Context: an optimization exercise on an open-source flow, tuned for small area and a short achievable clock period. The choices shown serve that exercise and are no tape-out recipe. In this exercise RTL edits were held to simulation tests only and were not proved equivalent to the original. No activity file was given, so power comes from the tool's default toggle rates.

Design alu_d, start of the top module:
module alu_d #(parameter N = 32)
(
  input clk, rst,
  input [1:0] inp_valid,
  input mode,
  input [3:0] cmd,
  input ce, cin,
  input [N-1:0] opa, opb,
  output reg err, g, l, e,
  output oflow, cout,
  output [(2*N-1):0] res
);
clock: 11.0 ns
lec_check: 0
abc_area: 1
cap_margin: 20
core_margin: 2
core_utilization: 40
cts_buf_list: sky130_fd_sc_hd__clkbuf_8
cts_cluster_diameter: 60
cts_cluster_size: 10
place_density: 0.6
slew_margin: 20
standard.sh (not shown) runs the stock make flow with config.mk's settings and CLKGATE_MAP_FILE= SYNTH_SCRIPT=/design/flow/synth_recipe.tcl, a recipe that flattens the netlist after the stock synthesis.
==> flow/flow/run.sh <==
#!/bin/bash
# The standard layout, with the port buffers made of a plain buffer cell
# (buf_1) instead of the delay-cell buffers buffer_ports picks by default,
# and timing repair aimed at a larger setup slack.
set -o pipefail
export BUFFER_PORTS_ARGS="-buffer_cell sky130_fd_sc_hd__buf_1"
export SETUP_SLACK_MARGIN=6.22
bash standard.sh > standard.log 2>&1
The starting point passed the timing, DRC and antenna checks.
Next try:
--- a/flow/flow/run.sh
+++ b/flow/flow/run.sh
@@ -5,4 +5,4 @@
 set -o pipefail
 export BUFFER_PORTS_ARGS="-buffer_cell sky130_fd_sc_hd__buf_1"
-export SETUP_SLACK_MARGIN=6.22
+export SETUP_SLACK_MARGIN=6.3
 bash standard.sh > standard.log 2>&1
Routed wire length fell by about 0.8%.
Via count stays flat.
Die area stays the same.
Area after synthesis stays the same.
Worst setup slack is better by 110 ps.
Register-to-register slack improves by 90 ps.
Non-clock buffer count goes up by 21.
Final area came out higher by about 1.9%.

v37:
Starting RTL as in the previous note.
## alu_d
module alu_d #(parameter N = 32)
(
  input clk, rst,
  input [1:0] inp_valid,
  input mode,
  input [3:0] cmd,
  input ce, cin,
  input [N-1:0] opa, opb,
  output reg err, g, l, e,
  output oflow, cout,
  output [(2*N-1):0] res
);
==> flow/config.mk <==
export PLATFORM = sky130hd
export DESIGN_NAME = alu_d
export DESIGN_NICKNAME = alu_d
export VERILOG_FILES = /design/flow/design.v
export SDC_FILE = /design/flow/constraint.sdc
export NUM_CORES = 4
export LEC_CHECK = 0
export ABC_AREA = 1
export CAP_MARGIN = 20
export CORE_MARGIN = 2
export CORE_UTILIZATION = 40
export CTS_BUF_LIST = sky130_fd_sc_hd__clkbuf_8
export CTS_CLUSTER_DIAMETER = 60
export CTS_CLUSTER_SIZE = 10
export GPL_ROUTABILITY_DRIVEN = 0
export PLACE_DENSITY = 0.6
export SLEW_MARGIN = 20
==> flow/constraint.sdc <==
create_clock -name core_clock -period 11.0 [get_ports {clk}]
set_input_delay 2.2000 -clock core_clock [delete_from_list [all_inputs] [get_ports {clk}]]
set_output_delay 2.2000 -clock core_clock [all_outputs]
set_load 0.01 [all_outputs]
==> flow/flow/run.sh <==
#!/bin/bash
# The standard layout, with the port buffers made of a plain buffer cell
# (buf_1) instead of the delay-cell buffers buffer_ports picks by default,
# and timing repair aimed at a larger setup slack.
set -o pipefail
export BUFFER_PORTS_ARGS="-buffer_cell sky130_fd_sc_hd__buf_1"
export SETUP_SLACK_MARGIN=6
bash standard.sh > standard.log 2>&1
For v41, these inputs were changed with respect to v37:
- a deleted GPL_ROUTABILITY_DRIVEN that had been 0
diff --git a/flow/flow/run.sh b/flow/flow/run.sh
--- a/flow/flow/run.sh
+++ b/flow/flow/run.sh
@@ -7 +7 @@
-export SETUP_SLACK_MARGIN=6
+export SETUP_SLACK_MARGIN=5.85
Results
Between v41 and v37, worst setup skew after layout is higher for v41, v37 comes in under that.
First-iteration detailed-routing DRC count, v41 and v37, higher one = v41.
v37 leaves more setup margin than v41.
Delta (v41 minus v37): total wire length up 2.1%, count of buffer and inverter cells on the critical path climbed 3, design internal power -0.0096 mW.
Edits applied to the flow inputs when going from v41 to v51:
- CTS_BUF_LIST now sky130_fd_sc_hd__clkbuf_8 sky130_fd_sc_hd__clkbuf_16, was sky130_fd_sc_hd__clkbuf_8
diff --git a/flow/flow/run.sh b/flow/flow/run.sh
--- a/flow/flow/run.sh
+++ b/flow/flow/run.sh
@@ -7 +7 @@
-export SETUP_SLACK_MARGIN=5.85
+export SETUP_SLACK_MARGIN=6
Results
v51 vs v41: number of cells on the critical path down in v51. Of v51 and v41, v51 shows the lower post-CTS clock slew at the launch and capture registers of the worst setup and hold paths, with v41 above it. Between v51 and v41, the difference in top-level I/O count is negligible. Reported for v51 and v41, flip-flop and latch count turned out identical to the last digit. Total power of v51 exceeds that of v41 by a few percent. Cmp v51 and v41 / leakage power summed over all cells / higher: v51. Comparing v41 against v51, there is no change at all in post-CTS setup-driven buffer insertion count. Area added between synthesis and finish, v51 and v41, higher one = v51. Wire length essentially unchanged between v41 and v51. Minimum setup slack among reg-to-reg paths, v51 and v41, lower one = v41. The proportion of total power due to net switching of v51 is lower than that of v41.
What v18 does differently from v51 at the input level:
- SETUP_SLACK_MARGIN: unset -> 5
- CTS_BUF_LIST: sky130_fd_sc_hd__clkbuf_8 sky130_fd_sc_hd__clkbuf_16 -> sky130_fd_sc_hd__clkbuf_8
==> flow/run.sh (new file) <==
#!/bin/bash
# synth_recipe.tcl (not shown) runs the flow's synth.tcl, then flattens the netlist and writes it again
# the make line also repeats each setting of config.mk as NAME=value (left out here)
make -C /OpenROAD-flow-scripts/flow DESIGN_CONFIG=/design/flow/config.mk WORK_HOME=/design/flow/orfs CLKGATE_MAP_FILE= SYNTH_SCRIPT=/design/flow/synth_recipe.tcl finish
removed: flow/flow/run.sh
removed: flow/standard.sh
==> run summary <==
- v51 vs v18, slowest stage cell on the critical path: dfxtp_2 vs clkdlybuf4s50_1
- On routed length on met1: between v51 and v18, it ends up lower for v51.
- v18 — share of layout cells above drive strength 1 1.0 points lower, v51 as reference
- [v18 vs v51] power density normalized to cell area: lower in v18
- v18 vs. v51: number of global-route vias before repair decreased by about 2% relative to the old numbers; number of fillers in the final layout has remained practically unchanged; largest clock skew in the final design now sits higher; post-layout worst setup margin shrank by 810 ps; setup slack after placement now smaller.

-- what the ideal ports hide --
No port has a modelled driver above. Below, the same layouts with a new extraction and two added sets of constraints. Step 1 sets driving cells, clkbuf_16 on the clock port and buf_2 on the other inputs (assumed; they add their load-dependent delay and slew). Step 2, shift: input delay + t, output delay - t, t = (earliest + latest rising clock arrival at the registers) / 2. This alone moves slack from input paths to output paths. Slacks: ideal / step 1 / step 2; pairs: ideal / step 1.
run | shift t [ns] | setup WS [ns] | worst setup path at the end | clock arrival spread, ns | pins driven straight from the clock port
the first run of note 1 | 0.678 | 6.189 / 6.129 / 5.903 | input to register | 0.056 / 0.056 | 1
the second run of note 1 | 0.684 | 6.301 / 6.237 / 5.878 | input to register | 0.041 / 0.042 | 1
v37 | 0.681 | 6.069 / 6.014 / 5.890 | input to register | 0.037 / 0.037 | 1
v41 | 0.674 | 5.946 / 5.946 / 5.923 | input to register | 0.056 / 0.056 | 1
v51 | 0.625 | 6.080 / 6.065 / 5.894 | input to register | 0.022 / 0.021 | 1
v18 | 0.693 | 5.266 / 5.203 / 5.435 | register to register | 0.069 / 0.069 | 1
After both steps setup and hold are still met in every run listed. For the second run of note 1, which loses most, drivers alone change the setup slack by -0.064 ns; drivers and shift together by -0.423 ns.
